From an optimization exercise on the open Yosys and OpenROAD flow, aimed at small area and a short achievable clock period; shortcuts taken in it are not production practice. In this exercise RTL edits were held to simulation tests only and were not proved equivalent to the original. Power is estimated from default activity; no workload was simulated.

==> flow/design.v (outline; a module is shown in full before it is edited, if it fits) <==
// module fused_multiply_add: 845 lines
// module fma_fa: 4 lines
// module fma_ha: 4 lines
// module fma_gc: 3 lines
// module fma_gpc: 4 lines
// module fma_benc1: 5 lines
// module fma_benc: 5 lines
// module fma_bsel: 3 lines
module fused_multiply_add
(
     input                                   clk
   , input                                   rst
   , input                                   cntrl_load
   , input        [31:0]                     cntrl_init
   , input                                   pass
   , input        [15:0]                     m
   , input        [15:0]                     x
   , input        [15:0]                     c
   , output logic                            y_valid_r
   , output logic [31:0]                     y_w
);
  // ...
==> flow/flow/run.sh <==
#!/bin/bash
# The standard layout (standard.sh), with two changes:
#  - synthesis maps logic with ABC's &nf mapper (flow/abc_map.script) in place of
#    ORFS's abc_area.script, which maps XOR-heavy logic to NAND2 trees;
#  - the port buffers are plain buf_2 cells instead of the default choice.
set -u
WORK=$(pwd)
rm -rf "$WORK/scripts"
cp -r "$FLOW_HOME/scripts" "$WORK/scripts"
cp "$WORK/flow/abc_map.script" "$WORK/scripts/abc_area.script"
export SCRIPTS_DIR="$WORK/scripts"
export BUFFER_PORTS_ARGS="-buffer_cell sky130_fd_sc_hd__buf_2"
bash standard.sh > standard.log 2>&1
==> flow/flow/abc_map.script <==
strash
&get -n
&fraig -x
&put
scorr
dc2
dretime
strash
&get -n
&dch -f
&nf {D}
&put
==> flow/standard.sh <==
#!/bin/bash
# synth_recipe.tcl (not shown) runs the flow's synth.tcl, then flattens the netlist and writes it again
# the make line also repeats each setting of config.mk as NAME=value (left out here)
make -C /OpenROAD-flow-scripts/flow DESIGN_CONFIG=/design/flow/config.mk WORK_HOME=/design/flow/orfs CLKGATE_MAP_FILE= SYNTH_SCRIPT=/design/flow/synth_recipe.tcl "${@:-finish}"
==> flow/config.mk <==
export PLATFORM = sky130hd
export DESIGN_NAME = fused_multiply_add
export DESIGN_NICKNAME = fused_multiply_add
export VERILOG_FILES = /design/flow/design.v
export SDC_FILE = /design/flow/constraint.sdc
export NUM_CORES = 4
export LEC_CHECK = 0
export ABC_AREA = 1
export CAP_MARGIN = 20
export CORE_MARGIN = 2
export CORE_UTILIZATION = 40
export CTS_BUF_LIST = sky130_fd_sc_hd__clkbuf_8
export SETUP_SLACK_MARGIN = 3.3
export SLEW_MARGIN = 20
export SYNTH_HIERARCHICAL = 1
export SYNTH_MINIMUM_KEEP_SIZE = 0
==> flow/constraint.sdc <==
create_clock -name core_clock -period 8.0 [get_ports {clk}]
set_input_delay 1.6000 -clock core_clock [delete_from_list [all_inputs] [get_ports {clk}]]
set_output_delay 1.6000 -clock core_clock [all_outputs]
set_load 0.01 [all_outputs]
==> metrics.cfg, run 1 <==
[cts]
htree_levels=3
numCtsBuffers=9
cts_buffer_depth=2

[global_route]
top_usage_layer=met2
grt_start_max_net_pins=72

[synth]
synthesis.area_mm2=0.0104
synth_area_leaders=fa_1 35%, dfxtp_1 14%, xnor2_1 11%

[setup_path]
crit_path_end_kind=register
max_stage_delay_ns=0.53
required_ns=8.26

[power]
leakagePower_nw=5.02
power-top-group=combinational cells

[status]
status=complete, no violations

[timing]
setup_viol=0
hold_slack_ns=0.849
fin_ws_ns=3.38

[cells_and_area]
fin_nets=1377
bufAreaShareNonClock_pct=5.54
drive_gt1_share_pct=16.5

[route]
wl_met3_um=1690
drt_wl_total_um=25600
wire_per_inst_um=18.2
drc=0

[hold_path]
hold_end=ys_r[2]$_DFF_P_

[placed_design]
io_buffer_count=116

==> module fma_benc1, before the edit <==
module fma_benc1 (input b2, input b1, input b0, output one, output two, output neg);
  assign one = b1 ^ b0;
  assign two = (b2 & ~b1 & ~b0) | (~b2 & b1 & b0);
  assign neg = b2;
endmodule
==> inputs of run 2 (changes only) <==
--- a/flow/design.v
+++ b/flow/design.v
@@ -859,8 +859,9 @@
   assign p = ph & pl;
 endmodule
 module fma_benc1 (input b2, input b1, input b0, output one, output two, output neg);
-  assign one = b1 ^ b0;
-  assign two = (b2 & ~b1 & ~b0) | (~b2 & b1 & b0);
+  wire   o = b1 ^ b0;
+  assign one = o;
+  assign two = ~o & (b2 ^ b1);
   assign neg = b2;
 endmodule
 module fma_benc (input en, input b2, input b1, input b0, output one, output two, output neg);
==> flow/flow/run.sh (replaced) <==
#!/bin/bash
# The standard layout (standard.sh), with two changes:
#  - synthesis maps logic with ABC's &nf mapper (flow/abc_map.script) in place of
#    ORFS's abc_area.script, which maps XOR-heavy logic to NAND2 trees;
#  - the port buffers are plain buf_1 cells instead of the default choice.
set -u
WORK=$(pwd)
rm -rf "$WORK/scripts"
cp -r "$FLOW_HOME/scripts" "$WORK/scripts"
cp "$WORK/flow/abc_map.script" "$WORK/scripts/abc_area.script"
export SCRIPTS_DIR="$WORK/scripts"
export BUFFER_PORTS_ARGS="-buffer_cell sky130_fd_sc_hd__buf_1"
bash standard.sh > standard.log 2>&1
==> flow/flow/abc_map.script (replaced) <==
strash
&get -n
&fraig -x
&put
scorr
dc2
strash
&get -n
&dch -f
&nf -R 1000
&put
--- a/flow/config.mk
+++ b/flow/config.mk
@@ -8,7 +8,7 @@
 export ABC_AREA = 1
 export CAP_MARGIN = 20
 export CORE_MARGIN = 2
-export CORE_UTILIZATION = 40
+export CORE_UTILIZATION = 60
 export CTS_BUF_LIST = sky130_fd_sc_hd__clkbuf_8
 export SETUP_SLACK_MARGIN = 3.3
 export SLEW_MARGIN = 20
==> metrics.cfg, run 2 <==
[cts]
cts-root-buf=clkbuf_8  ; unchanged
numCtsBuffers=9  ; unchanged
cts_tree=yes  ; unchanged
clkLatencyLatePin_ns=0.37  ; about the same
clkTransAtPathRegs_ns=0.08  ; was 0.09 ns
cts_sinks=72  ; unchanged
cts_buffer_depth=2  ; unchanged
htree_levels=3  ; unchanged
ctsHoldBuffers=0  ; unchanged

[synth]
syn_inst=954  ; was 940
synth_area_leaders=fa_1 36%, dfxtp_1 14%, xnor2_1 11%  ; was fa_1 35%, dfxtp_1 14%, xnor2_1 11%
synth_cell_types=17  ; unchanged
syn_area_per_cell_um2=10.8  ; was 11.1 um2
synth_edf_count=0  ; unchanged
yosysSeqAreaShare_pct=13.9  ; about the same
yosys_warnings=7  ; unchanged
synthesis.area_mm2=0.0103  ; was 0.0104 mm2
synth_top_cell_area_share_pct=35.6  ; was 35.4%
synth-seq-cells=72  ; unchanged
yosysTopAreaCell=fa_1  ; unchanged
async_flop_share_pct=0  ; unchanged
ys_top_cells_by_count=184 x fa_1, 135 x xnor2_1, 120 x a22oi_1  ; unchanged
ys.flop_type=dfxtp_1  ; unchanged
synth.most_common_cell=fa_1  ; unchanged

[die]
ios=117  ; unchanged
core-area_mm2=0.0171  ; was 0.0258 mm2
dieArea_mm2=0.0183  ; was 0.0273 mm2
initial_core_util_pct=60.6  ; was 40.4%
rows=48  ; was 59
die_width_um=135  ; was 165 um
die_y_um=135  ; was 165 um

[cells_and_area]
top_regs=ys_r (32), yc_r (31), yt_r (8)  ; unchanged
fin_nets=1403  ; was 1377
regMostFlops=ys_r  ; unchanged
largest_reg_flops=32  ; unchanged
mostFrequentLayoutCells=184 x fa_1, 135 x xnor2_1, 120 x a22oi_1, 114 x buf_1  ; was 184 x fa_1, 135 x xnor2_1, 120 x a22oi_1, 107 x buf_2, 72 x dfxtp_1
drive_gt1_share_pct=7.04  ; was 16.5%
fillers=1441  ; was 2430
syn2layout_area_growth_pct=11.6  ; was 13.2%
layout.cells.most_common=fa_1  ; unchanged

[global_route]
grt_pass1_wl_um=38900  ; was 42500 um
grt_start_max_net_pins=72  ; unchanged
antenna_found_initial=1  ; was 4
grt_use_total_pct=27.5  ; was 20.0%
grt_pass1_vias=7692  ; was 7948
grt_overflow_total=0  ; unchanged

[timing]
drv_slew=0  ; unchanged
period_share_pct=57.7  ; was 57.8%
worst_pin_slew_ns=0.871  ; was 0.891 ns
fin_ws_ns=3.38  ; about the same
hold_violations=0  ; unchanged
relSlewSlack_pct=42.0  ; was 40.6%
fin_crit_ns=4.62  ; about the same
rsz0062_at_grt=yes  ; unchanged
fmax_ghz=0.217  ; was 0.216 GHz
skew_ns=0.0111  ; was 0.0119 ns
setup_tns_ns=0  ; unchanged
setup_viol=0  ; unchanged

[setup_path]
required_ns=8.23  ; was 8.26 ns
max_stage_delay_ns=0.70  ; was 0.53 ns
critPathLaunchType=input port  ; unchanged
worstPathMaxFanout=16  ; was 29
crit_chain=buf_1 > buf_4 > o21ai_0 > a22oi_1 > xnor2_1 > fa_1 > fa_1 > fa_1 > nor2b_1  ; was buf_4 > a21oi_1 > nor2_2 > a22oi_1 > xnor2_1 > fa_1 > fa_1 > fa_1 > fa_1 > mux2_1
critPathKind=in2reg  ; unchanged
worstPathArrival_ns=4.84  ; was 4.88 ns
cpMostUsedCell=fa_1  ; unchanged
slowest_stage=o21ai_0  ; was fa_1
crit_path_end_kind=register  ; unchanged

[placed_design]
io_buffer_count=116  ; unchanged
place.gp.congestion=0.869  ; was 0.848
place_hpwl_um=18400  ; was 20100 um
place_ws_ns=2.16  ; was 2.11 ns

[route]
vias=7452  ; was 7457
wire_per_inst_um=17.7  ; was 18.2 um
drt_iter0_drc=457  ; was 484
via_per_inst=5.65  ; was 5.31
postRouteAntennaNets=0  ; unchanged
drt_wl_total_um=23300  ; was 25600 um
drc=0  ; unchanged
firstDrtPassIters=6  ; unchanged

[hold_path]
hp-class=reg2reg  ; unchanged

[power]
powerDensity_mw_per_mm2=510  ; was 516 mW/mm2
leakagePower_nw=4.79  ; was 5.02 nW
ir_drop_uv=484  ; was 350 uV

[flow_run]
maxCapViolCount=0  ; unchanged

[status]
status=complete, no violations  ; unchanged

## run 2: changes by cell type in the layout (fill, tap and decap cells not counted), moves of 14 or more
cell / previous run / this run
a21oi_1: 15 / 1
buf_1: 0 / 114
buf_2: 107 / 1
nand2_1: 0 / 43
nand3_1: 15 / 0
o21a_1: 14 / 0
## run 2: routing by layer
| layer | vias up | share of wire, % | GRT usage [%] |
|---|---|---|---|
| met2 | 237 | 50 | 44.8 |
| met3 | 34 | 4.8 | 4.00 |
| li1 | 3486 | - | - |
| met1 | 3695 | 44 | 37.9 |
| met4 | 0 | 2.1 | 9.55 |
| met5 | - | 0 | 0 |
## run 2: final cells by class
type	instances	area [um2]	share of cell area (%)
multi-input cells	833	8850	76.7
flip-flops and latches	72	1440	12.5
repair buffers	132	603	5.22
well taps	225	282	2.44
clock buffers	12	165	1.43
inverters	41	154	1.33
clock inverters	3	41.3	0.358
diodes	1	2.50	0.0217
## run 2: report_power, final
group	switching [mW]	leakage, nW	internal (mW)
registers	0.148	0.604	0.573
logic	2.46	4.08	2.40
clock network	0.145	0.106	0.167
## run 2: Yosys stat by module, one instance, submodules excluded
module	cell area, um2	copies in the design
fused_multiply_add	3050	1
fma_bsel	16.3	120
fma_benc1	30.0	14
fma_gc	7.51	29
fma_fa	20.0	184
fma_gpc	13.8	43
fma_ha	12.5	34
## run 2: final timing paths
check	start	to	slack [ns]	cells after the start
max	m[15]	yc_r[24]$_SDFF_PP0_	3.38	9
min reg2reg	yc_r[1]$_SDFF_PP0_	ys_r[2]$_DFF_P_	0.85	3
min	yc_r[1]$_SDFF_PP0_	ys_r[2]$_DFF_P_	0.85	3
max reg2reg	ys_r[23]$_DFF_P_	ys_r[28]$_DFF_P_	4.13	8
## run 2: through the flow
step                area [um2]  cells  hold WS, ns  util [%]  total power [mW]
global route             11500   1319        0.910      67.7              6.75
finish                   11500   1319        0.848      67.7              5.89
floorplan                10400    962        0.786         -              4.39
CTS                      11400   1318        0.849      66.7              5.99
detailed placement       11100   1301        0.835      64.9              5.60
global placement         11100   1301        0.828      64.9              5.58
## run 2: cells by family (layout without fill, tap and decap cells)
family | Yosys count | count (layout) | share of synthesized area, %
xor+xnor | 165 | 165 | 14.0
compound gates | 207 | 207 | 14.7
other cells | 1 | 10 | 0.0363
simple gates | 190 | 190 | 10.1
flops | 72 | 72 | 13.9
fa+ha+maj | 230 | 230 | 41.2
mux | 32 | 32 | 3.48
buf+inv | 57 | 188 | 2.65
## run 2: worst max-delay path: cells and delay by family
kind / cells / cell delay, ns
adders and majority gates: 3 / 1.36
AOI/OAI and AO/OA: 2 / 0.90
buffers and inverters: 2 / 0.63
xor gates and xnor gates: 1 / 0.20
and+or+nand+nor: 1 / 0.15
## run 2: timing repair
| action | in CTS | in global routing |
|---|---|---|
| cloned | 0 | 0 |
| pin swaps | 1 | 0 |
| hold endpoints to repair | 0 | 0 |
| setup buffers | 2 | 0 |
| endpoints found under the setup margin | 58 | 33 |
| resized for setup | 62 | 52 |
==> inputs of run 3 (changes only) <==
--- a/flow/config.mk
+++ b/flow/config.mk
@@ -10,7 +10,7 @@
 export CORE_MARGIN = 2
 export CORE_UTILIZATION = 60
 export CTS_BUF_LIST = sky130_fd_sc_hd__clkbuf_8
-export SETUP_SLACK_MARGIN = 3.3
+export SETUP_SLACK_MARGIN = 3.4
 export SLEW_MARGIN = 20
 export SYNTH_HIERARCHICAL = 1
 export SYNTH_MINIMUM_KEEP_SIZE = 0
==> metrics.cfg, run 3 <==
[route]
wire_per_inst_um=19.1  ; was 17.7 um
drc=0  ; unchanged
postRouteAntennaNets=0  ; unchanged
drt_iter0_drc=605  ; was 457
firstDrtPassIters=8  ; was 6
drt_wl_total_um=25400  ; was 23300 um
via_per_inst=5.75  ; was 5.65
vias=7648  ; was 7452

[timing]
relSlewSlack_pct=41.5  ; was 42.0%
drv_slew=0  ; unchanged
fin_ws_ns=3.49  ; was 3.38 ns
skew_ns=0.00877  ; was 0.0111 ns
worst_pin_slew_ns=0.878  ; was 0.871 ns
rsz0062_at_grt=yes  ; unchanged
fin_crit_ns=4.51  ; was 4.62 ns
hold_violations=0  ; unchanged
period_share_pct=56.4  ; was 57.7%
setup_tns_ns=0  ; unchanged
fmax_ghz=0.222  ; was 0.217 GHz
setup_viol=0  ; unchanged

[die]
ios=117  ; unchanged
initial_core_util_pct=60.6  ; unchanged
die_y_um=135  ; unchanged
dieArea_mm2=0.0183  ; unchanged
rows=48  ; unchanged
die_width_um=135  ; unchanged
core-area_mm2=0.0171  ; unchanged

[global_route]
grt_use_total_pct=28.7  ; was 27.5%
antenna_found_initial=1  ; unchanged
grt_overflow_total=0  ; unchanged
grt_pass1_vias=7872  ; was 7692
grt_start_max_net_pins=72  ; unchanged
grt_pass1_wl_um=40400  ; was 38900 um

[cts]
cts_sinks=72  ; unchanged
cts_buffer_depth=2  ; unchanged
clkLatencyLatePin_ns=0.37  ; about the same
cts-root-buf=clkbuf_8  ; unchanged
htree_levels=3  ; unchanged
numCtsBuffers=9  ; unchanged
cts_tree=yes  ; unchanged
ctsHoldBuffers=0  ; unchanged
clkTransAtPathRegs_ns=0.08  ; about the same

[setup_path]
critPathKind=reg2out  ; was in2reg
worstPathArrival_ns=2.91  ; was 4.84 ns
required_ns=6.40  ; was 8.23 ns
critPathLaunchType=register  ; was input port
crit_path_end_kind=primary output  ; was register
worstPathMaxFanout=8  ; was 16

[power]
internal_power_mw=3.23  ; was 3.14 mW
p_clk_share_pct=4.5  ; was 5.3%
comb_power_share_pct=83.6  ; was 82.5%
powerDensity_mw_per_mm2=518  ; was 510 mW/mm2
p_sw_mw=2.88  ; was 2.75 mW
leakagePower_nw=4.90  ; was 4.79 nW
sw_frac_of_total_pct=47.1  ; was 46.7%
seq_power_share_pct=11.9  ; was 12.3%
ir_drop_uv=519  ; was 484 uV

[cells_and_area]
regMostFlops=ys_r  ; unchanged
fillers=1431  ; was 1441
largest_reg_flops=32  ; unchanged
top_regs=ys_r (32), yc_r (31), yt_r (8)  ; unchanged
stdcell_area_mm2=0.0118  ; was 0.0115 mm2
seqCellArea_mm2=0.00145  ; was 0.00144 mm2
layout.cells.most_common=fa_1  ; unchanged
mostFrequentLayoutCells=184 x fa_1, 135 x xnor2_1, 120 x a22oi_1, 108 x buf_1  ; was 184 x fa_1, 135 x xnor2_1, 120 x a22oi_1, 114 x buf_1
drive_gt1_share_pct=9.69  ; was 7.04%
syn2layout_area_growth_pct=13.9  ; was 11.6%
multiInputGateArea_mm2=0.00899  ; was 0.00885 mm2
utilization_pct=69.0  ; was 67.7%
fin_nets=1415  ; was 1403

[synth]
synth_cell_types=17  ; unchanged
syn_area_per_cell_um2=10.8  ; unchanged
synth_top_cell_area_share_pct=35.6  ; unchanged
synthesis.area_mm2=0.0103  ; unchanged
ys.flop_type=dfxtp_1  ; unchanged
yosysTopAreaCell=fa_1  ; unchanged
ys_top_cells_by_count=184 x fa_1, 135 x xnor2_1, 120 x a22oi_1  ; unchanged
async_flop_share_pct=0  ; unchanged
yosysSeqAreaShare_pct=13.9  ; unchanged
synth.most_common_cell=fa_1  ; unchanged
synth_edf_count=0  ; unchanged
syn_inst=954  ; unchanged
yosys_warnings=7  ; unchanged
synth_area_leaders=fa_1 36%, dfxtp_1 14%, xnor2_1 11%  ; unchanged
synth-seq-cells=72  ; unchanged

[hold_path]
hp-class=reg2reg  ; unchanged

[flow_run]
maxCapViolCount=0  ; unchanged

[placed_design]
io_buffer_count=116  ; unchanged
place_hpwl_um=19200  ; was 18400 um
place_area_mm2=0.0111  ; about the same
place.gp.congestion=0.862  ; was 0.869
place_ws_ns=2.16  ; about the same

[status]
status=complete, no violations  ; unchanged

run 3: path summary, 6_finish.rpt:
check                     start          endpoint  slack (ns)  cells past startpoint
max reg2reg    ys_r[23]$_DFF_P_  ys_r[28]$_DFF_P_        4.11                      8
min          yc_r[1]$_SDFF_PP0_   ys_r[2]$_DFF_P_        0.87                      3
min reg2reg  yc_r[1]$_SDFF_PP0_   ys_r[2]$_DFF_P_        0.87                      3
max            ys_r[18]$_DFF_P_           y_w[31]        3.49                      9
run 3: logic make-up after synthesis:
family	synth area share [%]
compound gates	14.7
fa+ha+maj	41.2
xor+xnor	14.0
mux	3.48
simple gates	10.1
buf+inv	2.65
flops	13.9
other cells	0.0363
run 3: repair_timing:
action / 4_1_cts / 5_1_grt
buffers inserted: 2 / 8
endpoints found under the setup margin: 66 / 44
gates resized for setup: 92 / 74
cloned: 1 / 1
pin swaps: 1 / 7
run 3: worst max-delay path: stages (launching register included):
cell and delay [ns]:
dfxtp_1 0.37, fa_1 0.61, ha_4 0.23, and2_0 0.14, a21o_1 0.24, a21o_4 0.28, a21o_1 0.18, a21o_1 0.17
xor2_1 0.14, buf_1 0.16
run 3: metal layers:
layer | GRT usage [%] | routed length [um]
met1 | 39.2 | 10800
met2 | 47.7 | 12600
met3 | 4.34 | 1370
met4 | 8.80 | 623
met5 | 0 | 0
run 3: Yosys stat by module (local to each module, per instance):
module,cell area [um2],times used,cells
fused_multiply_add,3050,1,297
fma_benc1,30.0,14,6
fma_fa,20.0,184,1
fma_bsel,16.3,120,2
fma_gpc,13.8,43,2
fma_ha,12.5,34,1
fma_gc,7.51,29,1
run 3: area by class of cell:
cell class	instances	share of cell area [%]
Antenna cell	1	0.0212
Tap cell	225	2.39
Multi-Input combinational cell	835	76.3
Clock inverter	2	0.0637
Inverter	41	1.32
Timing Repair Buffer	142	6.22
Clock buffer	12	1.40
Sequential cell	72	12.3
run 3: through the flow:
step / power [mW] / instances / hold WS, ns
CTS: 6.02 / 1320 / 0.874
floorplan: 4.39 / 962 / 0.786
global route: 6.97 / 1329 / 0.915
finish: 6.11 / 1330 / 0.869
detailed placement: 5.65 / 1303 / 0.839
global placement: 5.61 / 1303 / 0.848
run 3: power by group through the flow:
stage               Sequential [mW]  Combinational, mW  Clock [mW]
finish                        0.727               5.10       0.274
global route                  0.755               5.92       0.293
CTS                           0.728               5.01       0.281
detailed placement            0.734               4.92           0
global placement              0.733               4.88           0
floorplan                     0.703               3.69           0
==> inputs of run 4 (changes only) <==
==> flow/flow/abc_map.script (replaced) <==
strash
&get -n
&fraig -x
&put
scorr
dc2
dretime
strash
&get -n
&dch -f
&nf {D}
&put
==> metrics.cfg, run 4 <==
[global_route]
antenna_found_initial=0  ; was 1
grt_overflow_total=0  ; unchanged
grt_use_total_pct=28.6  ; was 28.7%
grt_pass1_vias=7789  ; was 7872
grt_start_max_net_pins=72  ; unchanged
grt_pass1_wl_um=40500  ; was 40400 um

[route]
drt_wl_total_um=24800  ; was 25400 um
drt_iter0_drc=573  ; was 605
firstDrtPassIters=6  ; was 8
via_per_inst=5.79  ; was 5.75
wire_per_inst_um=19.0  ; was 19.1 um
drc=0  ; unchanged
vias=7554  ; was 7648
postRouteAntennaNets=0  ; unchanged

[synth]
synth.most_common_cell=fa_1  ; unchanged
syn_area_per_cell_um2=11.1  ; was 10.8 um2
synth_cell_types=17  ; unchanged
synth_edf_count=0  ; unchanged
synth-xor-area-share_pct=15.1  ; was 14.0%
synthSimpleGateAreaFrac_pct=8.36  ; was 10.1%
syn_inst=940  ; was 954
synthesis.area_mm2=0.0104  ; was 0.0103 mm2
synth-seq-cells=72  ; unchanged
ys.flop_type=dfxtp_1  ; unchanged
synth_area_leaders=fa_1 35%, dfxtp_1 14%, xnor2_1 11%  ; was fa_1 36%, dfxtp_1 14%, xnor2_1 11%
async_flop_share_pct=0  ; unchanged
yosys_warnings=7  ; unchanged
yosys.area_share.adder_pct=41.0  ; was 41.2%
synth_top_family_by_area=adder cells  ; unchanged
synth_compound_area_share_pct=15.6  ; was 14.7%
synth_top_cell_area_share_pct=35.4  ; was 35.6%
yosysTopAreaCell=fa_1  ; unchanged
yosysSeqAreaShare_pct=13.9  ; about the same
ys_top_cells_by_count=184 x fa_1, 135 x xnor2_1, 120 x a22oi_1  ; unchanged
synth_mux_area_share_pct=3.47  ; was 3.48%

[cts]
cts_buffer_depth=2  ; unchanged
clkTransAtPathRegs_ns=0.08  ; about the same
numCtsBuffers=9  ; unchanged
htree_levels=3  ; unchanged
cts_tree=yes  ; unchanged
cts-root-buf=clkbuf_8  ; unchanged
cts_sinks=72  ; unchanged
clkLatencyLatePin_ns=0.39  ; was 0.37 ns

[timing]
fin_crit_ns=4.53  ; was 4.51 ns
setup_tns_ns=0  ; unchanged
fmax_ghz=0.221  ; was 0.222 GHz
relSlewSlack_pct=38.9  ; was 41.5%
hold_violations=0  ; unchanged
fin_ws_ns=3.47  ; was 3.49 ns
period_share_pct=56.6  ; was 56.4%
skew_ns=0.0126  ; was 0.00877 ns
worst_pin_slew_ns=0.916  ; was 0.878 ns
rsz0062_at_grt=yes  ; unchanged
drv_slew=0  ; unchanged
setup_viol=0  ; unchanged

[power]
powerDensity_mw_per_mm2=516  ; was 518 mW/mm2
leakagePower_nw=4.87  ; was 4.90 nW
p_sw_mw=2.85  ; was 2.88 mW
seq_power_share_pct=11.9  ; about the same
comb_power_share_pct=82.6  ; was 83.6%
internal_power_mw=3.28  ; was 3.23 mW
ir_drop_uv=514  ; was 519 uV
p_clk_share_pct=5.5  ; was 4.5%
sw_frac_of_total_pct=46.5  ; was 47.1%

[cells_and_area]
drive_gt1_share_pct=9.73  ; was 9.69%
syn2layout_area_growth_pct=14.3  ; was 13.9%
fillers=1384  ; was 1431
top_regs=ys_r (32), yc_r (31), yt_r (8)  ; unchanged
fin_nets=1388  ; was 1415
antenna_cells=0  ; was 1
regMostFlops=ys_r  ; unchanged
layout.cells.most_common=fa_1  ; unchanged
seqCellArea_mm2=0.00145  ; about the same
largest_reg_flops=32  ; unchanged
multiInputGateArea_mm2=0.00910  ; was 0.00899 mm2
mostFrequentLayoutCells=182 x fa_1, 135 x xnor2_1, 119 x a22oi_1, 96 x buf_1, 70 x a21o_1  ; was 184 x fa_1, 135 x xnor2_1, 120 x a22oi_1, 108 x buf_1

[flow_run]
maxCapViolCount=0  ; unchanged

[die]
die_width_um=136  ; was 135 um
dieArea_mm2=0.0184  ; was 0.0183 mm2
rows=48  ; unchanged
ios=117  ; unchanged
initial_core_util_pct=60.7  ; was 60.6%
core-area_mm2=0.0171  ; about the same
die_y_um=136  ; was 135 um

[hold_path]
hp-class=reg2reg  ; unchanged

[setup_path]
critPathKind=in2reg  ; was reg2out
crit_path_end_kind=register  ; was primary output
worstPathMaxFanout=10  ; was 8
worstPathArrival_ns=4.76  ; was 2.91 ns
critPathLaunchType=input port  ; was register
required_ns=8.24  ; was 6.40 ns

[placed_design]
place_ws_ns=2.29  ; was 2.16 ns
io_buffer_count=116  ; unchanged
place_hpwl_um=18800  ; was 19200 um
place.gp.congestion=0.853  ; was 0.862

[status]
status=complete, no violations  ; unchanged

==> run 4: routing by layer <==
| metal | share of wire, % | wire (um) | global-route usage (%) | up-vias |
|---|---|---|---|---|
| li1 | - | - | - | 3466 |
| met1 | 43 | 10700 | 38.9 | 3794 |
| met2 | 49 | 12300 | 48.0 | 258 |
| met3 | 5.5 | 1360 | 4.41 | 36 |
| met4 | 2.0 | 493 | 8.04 | 0 |
| met5 | 0 | 0 | 0 | - |
==> run 4: per-module statistics from Yosys (local to each module, per instance) <==
module	flops+latches	times used	cells inside	area, um2
fma_gc	0	29	1	7.51
fma_ha	0	34	1	12.5
fma_benc1	0	14	5	32.5
fma_bsel	0	120	2	16.3
fma_gpc	0	43	2	13.8
fused_multiply_add	72	1	297	3070
fma_fa	0	184	1	20.0
==> run 4: cells by family (layout without fill, tap and decap cells) <==
| kind of cell | count (synthesis) | count (layout) |
|---|---|---|
| xor gates and xnor gates | 179 | 179 |
| buffers and inverters | 57 | 188 |
| and+or+nand+nor | 148 | 148 |
| muxes | 32 | 32 |
| AOI/OAI and AO/OA | 221 | 221 |
| other | 1 | 9 |
| adders and majority gates | 230 | 230 |
| DFF | 72 | 72 |
==> run 4: area by class of cell <==
class	instances	share of cell area, %
well taps	225	2.37
repair buffers	131	5.74
inverters	41	1.30
multi-input cells	819	76.6
clock buffers	10	1.16
clock inverters	6	0.705
flip-flops and latches	72	12.2
==> run 4: per-stage QoR <==
stage | hold WS (ns) | cell area (um2) | power [mW] | cells | utilization (%)
2_1_floorplan | 0.786 | 10400 | 4.44 | 948 | -
4_1_cts | 0.880 | 11600 | 6.15 | 1298 | 67.6
3_3_place_gp | 0.834 | 11100 | 5.65 | 1279 | 64.7
6_report | 0.873 | 11900 | 6.13 | 1304 | 69.4
5_1_grt | 0.927 | 11900 | 6.98 | 1304 | 69.4
3_5_place_dp | 0.857 | 11100 | 5.70 | 1279 | 64.7
==> run 4: what timing repair did <==
| action | CTS | global route |
|---|---|---|
| hold buffers | 0 | 0 |
| setup buffers | 3 | 6 |
| endpoints found under the hold margin | 0 | 0 |
| gates resized for setup | 88 | 63 |
| pin swaps | 2 | 12 |
| setup endpoints to repair | 66 | 40 |
==> run 4: critical path, stage by stage <==
cell and delay (ns):
buf_4 0.18, buf_12 0.16, o21a_1 0.21, nor2_4 0.24, a22oi_1 0.14, xnor2_1 0.17
fa_1 0.53, fa_2 0.44, fa_1 0.55, fa_1 0.40, nor2b_1 0.13
==> run 4: power by group through the flow <==
stage | registers (mW) | logic, mW | clock network (mW)
after detailed placement | 0.736 | 4.96 | 0
after global routing | 0.758 | 5.86 | 0.356
after floorplan | 0.704 | 3.74 | 0
after global placement | 0.735 | 4.92 | 0
final | 0.727 | 5.07 | 0.340
after CTS | 0.730 | 5.07 | 0.346
==> run 4: path summary, 6_finish.rpt <==
kind                                        from                   to  slack, ns  depth (start not counted)
worst max-delay path                        m[1]  yc_r[13]$_SDFF_PP0_       3.47                         11
worst min-delay path             ys_r[3]$_DFF_P_   yc_r[3]$_SDFF_PP0_       0.87                          3
worst max register to register  ys_r[23]$_DFF_P_     ys_r[28]$_DFF_P_       4.12                          8
worst min register to register   ys_r[3]$_DFF_P_   yc_r[3]$_SDFF_PP0_       0.87                          3
==> inputs of run 5 (changes only) <==
==> flow/flow/abc_map.script (replaced) <==
strash
&get -n
&fraig -x
&put
scorr
dc2
strash
&get -n
&dch -f
&nf -R 1000
&put
--- a/flow/config.mk
+++ b/flow/config.mk
@@ -10,7 +10,7 @@
 export CORE_MARGIN = 2
 export CORE_UTILIZATION = 60
 export CTS_BUF_LIST = sky130_fd_sc_hd__clkbuf_8
-export SETUP_SLACK_MARGIN = 3.4
+export SETUP_SLACK_MARGIN = 3.2
 export SLEW_MARGIN = 20
 export SYNTH_HIERARCHICAL = 1
 export SYNTH_MINIMUM_KEEP_SIZE = 0
==> metrics.cfg, run 5 <==
[cts]
cts-root-buf=clkbuf_8  ; unchanged
htree_levels=3  ; unchanged
cts_buffer_depth=2  ; unchanged
clkLatencyLatePin_ns=0.37  ; was 0.39 ns
cts_sinks=72  ; unchanged
cts_tree=yes  ; unchanged
clkTransAtPathRegs_ns=0.08  ; about the same
ctsHoldBuffers=0  ; unchanged
numCtsBuffers=9  ; unchanged

[setup_path]
reg2reg_depth=8  ; unchanged
path_buf_inv=2  ; unchanged
worstPathMaxFanout=27  ; was 10
critPathKind=in2reg  ; unchanged
reg2reg_from=ys_r[23]$_DFF_P_  ; unchanged
cpMostUsedCell=fa_1  ; unchanged
critPathLaunchType=input port  ; unchanged
ff2ff_setup_slack_ns=4.13  ; was 4.12 ns
cp_top_family=adder cells  ; unchanged
crit_chain=buf_1 > buf_4 > nor2_1 > nor2b_2 > a22oi_1 > xnor2_1 > fa_1 > fa_1 > fa_1 > fa_1 > nor2b_1  ; was buf_4 > buf_12 > o21a_1 > nor2_4 > a22oi_1 > xnor2_1 > fa_1 > fa_2 > fa_1 > fa_1 > nor2b_1
required_ns=8.23  ; was 8.24 ns
slowest_stage=fa_1  ; unchanged
crit_path_end_kind=register  ; unchanged
timing.critical_path.from=m[11]  ; was m[1]
max_stage_delay_ns=0.54  ; was 0.55 ns
worstPathArrival_ns=4.94  ; was 4.76 ns
r2r-end=ys_r[28]$_DFF_P_  ; unchanged

[timing]
relSlewSlack_pct=42.0  ; was 38.9%
rsz0062_at_grt=yes  ; unchanged
hold_slack_ns=0.847  ; was 0.873 ns
fmax_ghz=0.213  ; was 0.221 GHz
period_share_pct=58.8  ; was 56.6%
drv_slew=0  ; unchanged
worst_pin_slew_ns=0.870  ; was 0.916 ns
setup_tns_ns=0  ; unchanged
fin_crit_ns=4.70  ; was 4.53 ns
setup_viol=0  ; unchanged
skew_ns=0.0107  ; was 0.0126 ns
hold_violations=0  ; unchanged

[synth]
synth_edf_count=0  ; unchanged
yosysTopAreaCell=fa_1  ; unchanged
syn_inst=954  ; was 940
async_flop_share_pct=0  ; unchanged
ys.flop_type=dfxtp_1  ; unchanged
synth.most_common_cell=fa_1  ; unchanged
syn_area_per_cell_um2=10.8  ; was 11.1 um2
ys_top_cells_by_count=184 x fa_1, 135 x xnor2_1, 120 x a22oi_1  ; unchanged
synth-seq-cells=72  ; unchanged
yosys_warnings=7  ; unchanged
yosysSeqAreaShare_pct=13.9  ; about the same
synth_area_leaders=fa_1 36%, dfxtp_1 14%, xnor2_1 11%  ; was fa_1 35%, dfxtp_1 14%, xnor2_1 11%
synth_top_cell_area_share_pct=35.6  ; was 35.4%
synth_cell_types=17  ; unchanged
synthesis.area_mm2=0.0103  ; was 0.0104 mm2

[cells_and_area]
stdcell_area_mm2=0.0114  ; was 0.0119 mm2
multiInputGateArea_mm2=0.00875  ; was 0.00910 mm2
mostFrequentLayoutCells=184 x fa_1, 135 x xnor2_1, 120 x a22oi_1, 114 x buf_1, 72 x dfxtp_1  ; was 182 x fa_1, 135 x xnor2_1, 119 x a22oi_1, 96 x buf_1, 70 x a21o_1
layout.cells.most_common=fa_1  ; unchanged
fillers=1462  ; was 1384
syn2layout_area_growth_pct=10.5  ; was 14.3%
top_regs=ys_r (32), yc_r (31), yt_r (8)  ; unchanged
drive_gt1_share_pct=6.22  ; was 9.73%
seqCellArea_mm2=0.00144  ; was 0.00145 mm2
fin_nets=1403  ; was 1388
regMostFlops=ys_r  ; unchanged
largest_reg_flops=32  ; unchanged

[power]
powerDensity_mw_per_mm2=513  ; was 516 mW/mm2
leakagePower_nw=4.73  ; was 4.87 nW
seq_power_share_pct=12.3  ; was 11.9%
internal_power_mw=3.12  ; was 3.28 mW
ir_drop_uv=447  ; was 514 uV
comb_power_share_pct=82.4  ; was 82.6%
sw_frac_of_total_pct=46.8  ; was 46.5%
p_sw_mw=2.74  ; was 2.85 mW
p_clk_share_pct=5.3  ; was 5.5%

[hold_path]
holdCritStartpoint=yc_r[1]$_SDFF_PP0_  ; was ys_r[3]$_DFF_P_
hp-class=reg2reg  ; unchanged
min_path_cells=3  ; unchanged
hold_end=ys_r[2]$_DFF_P_  ; was yc_r[3]$_SDFF_PP0_

[global_route]
grt_overflow_total=0  ; unchanged
grt_pass1_vias=7667  ; was 7789
antenna_found_initial=1  ; was 0
grt_start_max_net_pins=72  ; unchanged
grt_use_total_pct=27.5  ; was 28.6%
grt_pass1_wl_um=38900  ; was 40500 um

[route]
postRouteAntennaNets=0  ; unchanged
via_per_inst=5.63  ; was 5.79
wire_per_inst_um=17.6  ; was 19.0 um
drt_iter0_drc=488  ; was 573
drt_wl_total_um=23200  ; was 24800 um
drc=0  ; unchanged
firstDrtPassIters=6  ; unchanged
vias=7424  ; was 7554

[die]
die_y_um=135  ; was 136 um
core-area_mm2=0.0171  ; about the same
initial_core_util_pct=60.6  ; was 60.7%
dieArea_mm2=0.0183  ; was 0.0184 mm2
ios=117  ; unchanged
die_width_um=135  ; was 136 um
rows=48  ; unchanged

[status]
status=complete, no violations  ; unchanged

[placed_design]
place.gp.congestion=0.869  ; was 0.853
io_buffer_count=116  ; unchanged
place_hpwl_um=18400  ; was 18800 um
place_area_mm2=0.0111  ; about the same

[flow_run]
maxCapViolCount=0  ; unchanged

## run 5: layer usage
layer / track usage (%) / wire length [um]
met5: 0 / 0
met4: 9.14 / 476
met3: 4.00 / 1020
met2: 45.0 / 11500
met1: 38.0 / 10200
## run 5: cells by family after synthesis
| logic type | count (synthesis) | share of synthesized area [%] |
|---|---|---|
| adders and majority gates | 230 | 41.2 |
| AOI/OAI and AO/OA | 207 | 14.7 |
| and+or+nand+nor | 190 | 10.1 |
| xor gates and xnor gates | 165 | 14.0 |
| DFF | 72 | 13.9 |
| buffers and inverters | 57 | 2.65 |
| muxes | 32 | 3.48 |
| other | 1 | 0.0363 |
## run 5: modules after synthesis (local to each module, per instance)
| module | area [um2] | cells inside |
|---|---|---|
| fma_benc1 | 30.0 | 6 |
| fma_bsel | 16.3 | 2 |
| fma_fa | 20.0 | 1 |
| fma_gc | 7.51 | 1 |
| fma_gpc | 13.8 | 2 |
| fma_ha | 12.5 | 1 |
| fused_multiply_add | 3050 | 297 |
## run 5: worst max-delay path by stage
stage | cells after the start | slack, ns | end
after floorplan | 9 | 3.30 | ys_r[13]$_DFF_P_
after CTS | 11 | 3.16 | ys_r[18]$_DFF_P_
final | 11 | 3.30 | yc_r[18]$_SDFF_PP0_
after detailed placement | 10 | 2.16 | ys_r[13]$_DFF_P_
after global placement | 10 | 2.18 | ys_r[18]$_DFF_P_
after global routing | 11 | 3.15 | yc_r[18]$_SDFF_PP0_
## run 5: power groups by stage
stage                     Sequential, mW  Combinational [mW]  Clock, mW
after floorplan                    0.703                3.69          0
after global placement             0.731                4.85          0
after detailed placement           0.732                4.87          0
after CTS                          0.726                4.93      0.321
after global routing               0.752                5.63      0.340
final                              0.721                4.83      0.311
## run 5: layout make-up
cell class | instances | area share [%]
clock inverter | 3 | 0.361
antenna | 1 | 0.0219
clock buffer | 12 | 1.45
timing repair buffer | 132 | 5.15
multi-input combinational | 833 | 76.6
sequential | 72 | 12.6
inverter | 41 | 1.35
tap | 225 | 2.46
## run 5: repair_timing
action,4_1_cts,5_1_grt
endpoints found under the setup margin,44,40
gates resized for setup,47,27
buffers inserted,0,2
pin swaps,0,1
## run 5: through the flow
stage                     cells  power [mW]  utilization (%)  worst slack (ns)
final                      1319        5.86             67.0              3.30
after global routing       1319        6.72             67.0              3.15
after CTS                  1316        5.98             66.4              3.16
after detailed placement   1301        5.60             64.9              2.16
after global placement     1301        5.58             64.9              2.18
after floorplan             962        4.39                -              3.30
## run 5: worst register-to-register path: cells and delay by family, from the launching register on
family / cells / cell delay (ns)
DFF: 1 / 0.34
adders and majority gates: 7 / 3.15
muxes: 1 / 0.28
==> inputs of run 6 (changes only) <==
--- a/flow/flow/run.sh
+++ b/flow/flow/run.sh
@@ -1,6 +1,6 @@
 #!/bin/bash
 # The standard layout (standard.sh), with two changes:
-#  - synthesis maps logic with ABC's &nf mapper (flow/abc_map.script) in place of
+#  - synthesis maps logic with ABC's &nf mapper in area-recovery mode (flow/abc_map.script) in place of
 #    ORFS's abc_area.script, which maps XOR-heavy logic to NAND2 trees;
 #  - the port buffers are plain buf_1 cells instead of the default choice.
 set -u
--- a/flow/config.mk
+++ b/flow/config.mk
@@ -10,7 +10,7 @@
 export CORE_MARGIN = 2
 export CORE_UTILIZATION = 60
 export CTS_BUF_LIST = sky130_fd_sc_hd__clkbuf_8
-export SETUP_SLACK_MARGIN = 3.2
+export SETUP_SLACK_MARGIN = 3.4
 export SLEW_MARGIN = 20
 export SYNTH_HIERARCHICAL = 1
 export SYNTH_MINIMUM_KEEP_SIZE = 0
==> metrics.cfg, run 6 <==
[cts]
numCtsBuffers=9  ; unchanged
ctsHoldBuffers=0  ; unchanged
htree_levels=3  ; unchanged
cts_tree=yes  ; unchanged
cts-root-buf=clkbuf_8  ; unchanged
cts_sinks=72  ; unchanged
clkTransAtPathRegs_ns=0.08  ; about the same
cts_buffer_depth=2  ; unchanged
clkLatencyLatePin_ns=0.37  ; about the same

[hold_path]
holdCritStartpoint=yc_r[1]$_SDFF_PP0_  ; unchanged
hp-class=reg2reg  ; unchanged
min_path_cells=3  ; unchanged
hold_end=ys_r[2]$_DFF_P_  ; unchanged

[cells_and_area]
top_regs=ys_r (32), yc_r (31), yt_r (8)  ; unchanged
seqCellArea_mm2=0.00145  ; was 0.00144 mm2
layout.cells.most_common=fa_1  ; unchanged
fin_nets=1415  ; was 1403
drive_gt1_share_pct=9.69  ; was 6.22%
fillers=1431  ; was 1462
regMostFlops=ys_r  ; unchanged
multiInputGateArea_mm2=0.00899  ; was 0.00875 mm2
syn2layout_area_growth_pct=13.9  ; was 10.5%
largest_reg_flops=32  ; unchanged
mostFrequentLayoutCells=184 x fa_1, 135 x xnor2_1, 120 x a22oi_1, 108 x buf_1  ; was 184 x fa_1, 135 x xnor2_1, 120 x a22oi_1, 114 x buf_1, 72 x dfxtp_1

[setup_path]
r2r-end=ys_r[28]$_DFF_P_  ; unchanged
crit_path_end_kind=primary output  ; was register
reg2reg_depth=8  ; unchanged
worstPathMaxFanout=8  ; was 27
required_ns=6.40  ; was 8.23 ns
reg2reg_from=ys_r[23]$_DFF_P_  ; unchanged
critPathKind=reg2out  ; was in2reg
ff2ff_setup_slack_ns=4.11  ; was 4.13 ns
worstPathArrival_ns=2.91  ; was 4.94 ns
critPathLaunchType=register  ; was input port

[global_route]
grt_use_total_pct=28.7  ; was 27.5%
grt_pass1_vias=7872  ; was 7667
grt_pass1_wl_um=40400  ; was 38900 um
antenna_found_initial=1  ; unchanged
grt_overflow_total=0  ; unchanged
grt_start_max_net_pins=72  ; unchanged

[synth]
async_flop_share_pct=0  ; unchanged
ys.flop_type=dfxtp_1  ; unchanged
synth_top_cell_area_share_pct=35.6  ; unchanged
synth_cell_types=17  ; unchanged
synth.most_common_cell=fa_1  ; unchanged
synth-seq-cells=72  ; unchanged
synth_area_leaders=fa_1 36%, dfxtp_1 14%, xnor2_1 11%  ; unchanged
synth_edf_count=0  ; unchanged
synthesis.area_mm2=0.0103  ; unchanged
yosys_warnings=7  ; unchanged
syn_inst=954  ; unchanged
ys_top_cells_by_count=184 x fa_1, 135 x xnor2_1, 120 x a22oi_1  ; unchanged
syn_area_per_cell_um2=10.8  ; unchanged
yosysTopAreaCell=fa_1  ; unchanged
yosysSeqAreaShare_pct=13.9  ; unchanged

[die]
rows=48  ; unchanged
ios=117  ; unchanged
die_width_um=135  ; unchanged
die_y_um=135  ; unchanged
initial_core_util_pct=60.6  ; unchanged
dieArea_mm2=0.0183  ; unchanged
core-area_mm2=0.0171  ; unchanged

[power]
leakagePower_nw=4.90  ; was 4.73 nW
power_mw=6.11  ; was 5.86 mW
ir_drop_uv=519  ; was 447 uV
powerDensity_mw_per_mm2=518  ; was 513 mW/mm2

[route]
drc=0  ; unchanged
drt_wl_total_um=25400  ; was 23200 um
wire_per_inst_um=19.1  ; was 17.6 um
vias=7648  ; was 7424
postRouteAntennaNets=0  ; unchanged
firstDrtPassIters=8  ; was 6
drt_iter0_drc=605  ; was 488
via_per_inst=5.75  ; was 5.63

[timing]
fin_crit_ns=4.51  ; was 4.70 ns
fmax_ghz=0.222  ; was 0.213 GHz
hold_violations=0  ; unchanged
setup_tns_ns=0  ; unchanged
relSlewSlack_pct=41.5  ; was 42.0%
rsz0062_at_grt=yes  ; unchanged
skew_ns=0.00877  ; was 0.0107 ns
period_share_pct=56.4  ; was 58.8%
hold_slack_ns=0.869  ; was 0.847 ns
setup_viol=0  ; unchanged
worst_pin_slew_ns=0.878  ; was 0.870 ns
drv_slew=0  ; unchanged

[placed_design]
place.gp.congestion=0.862  ; was 0.869
io_buffer_count=116  ; unchanged
place_hpwl_um=19200  ; was 18400 um

[flow_run]
maxCapViolCount=0  ; unchanged

[status]
status=complete, no violations  ; unchanged

## run 6: cell counts after synthesis
Identical to the previous run, type by type.
## run 6: logic make-up after synthesis
kind of cell | count (synthesis) | share of synthesized area (%)
adders and majority gates | 230 | 41.2
AOI/OAI and AO/OA | 207 | 14.7
and+or+nand+nor | 190 | 10.1
xor gates and xnor gates | 165 | 14.0
DFF | 72 | 13.9
buffers and inverters | 57 | 2.65
muxes | 32 | 3.48
other | 1 | 0.0363
## run 6: timing repair
item,in CTS,in global routing
pin swaps,1,7
gates resized for setup,92,74
endpoints found under the setup margin,66,44
buffers inserted,2,8
cloned,1,1
## run 6: layout make-up
type / instances / share of cell area [%]
well taps: 225 / 2.39
clock inverters: 2 / 0.0637
multi-input cells: 835 / 76.3
inverters: 41 / 1.32
clock buffers: 12 / 1.40
flip-flops and latches: 72 / 12.3
diodes: 1 / 0.0212
repair buffers: 142 / 6.22
## run 6: report_power, final
part	internal, mW	switching, mW	total (mW)
Combinational	2.52	2.58	5.10
Sequential	0.574	0.154	0.727
Clock	0.133	0.141	0.274
## run 6: worst max-delay path, stage by stage, from the launching register on
cell and delay (ns):
dfxtp_1 0.37, fa_1 0.61, ha_4 0.23, and2_0 0.14, a21o_1 0.24, a21o_4 0.28, a21o_1 0.18, a21o_1 0.17
xor2_1 0.14, buf_1 0.16
## run 6: worst max-delay path by stage
stage                           from                  end  slack (ns)  cells after the start
finish              ys_r[18]$_DFF_P_              y_w[31]        3.49                      9
global route                    m[8]     ys_r[13]$_DFF_P_        3.35                     10
CTS                             m[3]     ys_r[13]$_DFF_P_        3.40                     10
detailed placement              m[5]     ys_r[18]$_DFF_P_        2.16                     11
global placement                m[3]  yc_r[20]$_SDFF_PP0_        2.17                     11
floorplan                       m[4]     ys_r[13]$_DFF_P_        3.42                      9
## run 6: metrics by stage
| stage | util, % | std cells | setup slack, ns | cell area, um2 |
|---|---|---|---|---|
| after CTS | 67.1 | 1320 | 3.40 | 11400 |
| after global placement | 65.0 | 1303 | 2.17 | 11100 |
| after floorplan | - | 962 | 3.42 | 10400 |
| after global routing | 69.0 | 1329 | 3.35 | 11800 |
| final | 69.0 | 1330 | 3.49 | 11800 |
| after detailed placement | 65.0 | 1303 | 2.16 | 11100 |
## run 6: modules after synthesis (local to each module, per instance)
module / flip-flops and latches / cells inside / cell area [um2] / times used
fma_bsel: 0 / 2 / 16.3 / 120
fma_gpc: 0 / 2 / 13.8 / 43
fma_gc: 0 / 1 / 7.51 / 29
fused_multiply_add: 72 / 297 / 3050 / 1
fma_ha: 0 / 1 / 12.5 / 34
fma_benc1: 0 / 6 / 30.0 / 14
fma_fa: 0 / 1 / 20.0 / 184
## run 6: per-layer routing
metal	wire, um	vias to the layer above	track usage, %
met3	1370	45	4.34
met5	0	-	0
met1	10800	3844	39.2
met2	12600	242	47.7
li1	-	3517	-
met4	623	0	8.80

## port drivers added, routing unchanged
Ports are ideal in the flow. The routed layouts listed here were re-timed in OpenROAD. Step 1 sets driving cells, clkbuf_16 on the clock port and buf_2 on the other inputs (assumed; they add their load-dependent delay and slew). Step 2 also shifts input and output timing later by t, the mid clock arrival at the registers, as if the neighbouring blocks saw the same clock. Three values: ideal, step 1, step 2; two values: the first two.
run | t (ns) | slack for setup (ns) | worst setup path at the end | worst data-port slew with drivers (ns)
run 1 | 0.409 | 3.380 / 3.389 / 2.980 | input to register | 0.06
run 2 | 0.410 | 3.385 / 3.403 / 2.993 | input to register | 0.07
run 3 | 0.415 | 3.492 / 3.447 / 3.096 | input to register | 0.07
run 4 | 0.422 | 3.473 / 3.464 / 3.066 | input to register | 0.07
run 5 | 0.410 | 3.295 / 3.316 / 2.905 | input to register | 0.07
run 6 | 0.415 | 3.492 / 3.447 / 3.096 | input to register | 0.07
After both steps setup and hold are still met in every run listed. For run 4, which loses most, drivers alone change the setup slack by -0.009 ns; drivers and shift together by -0.407 ns.
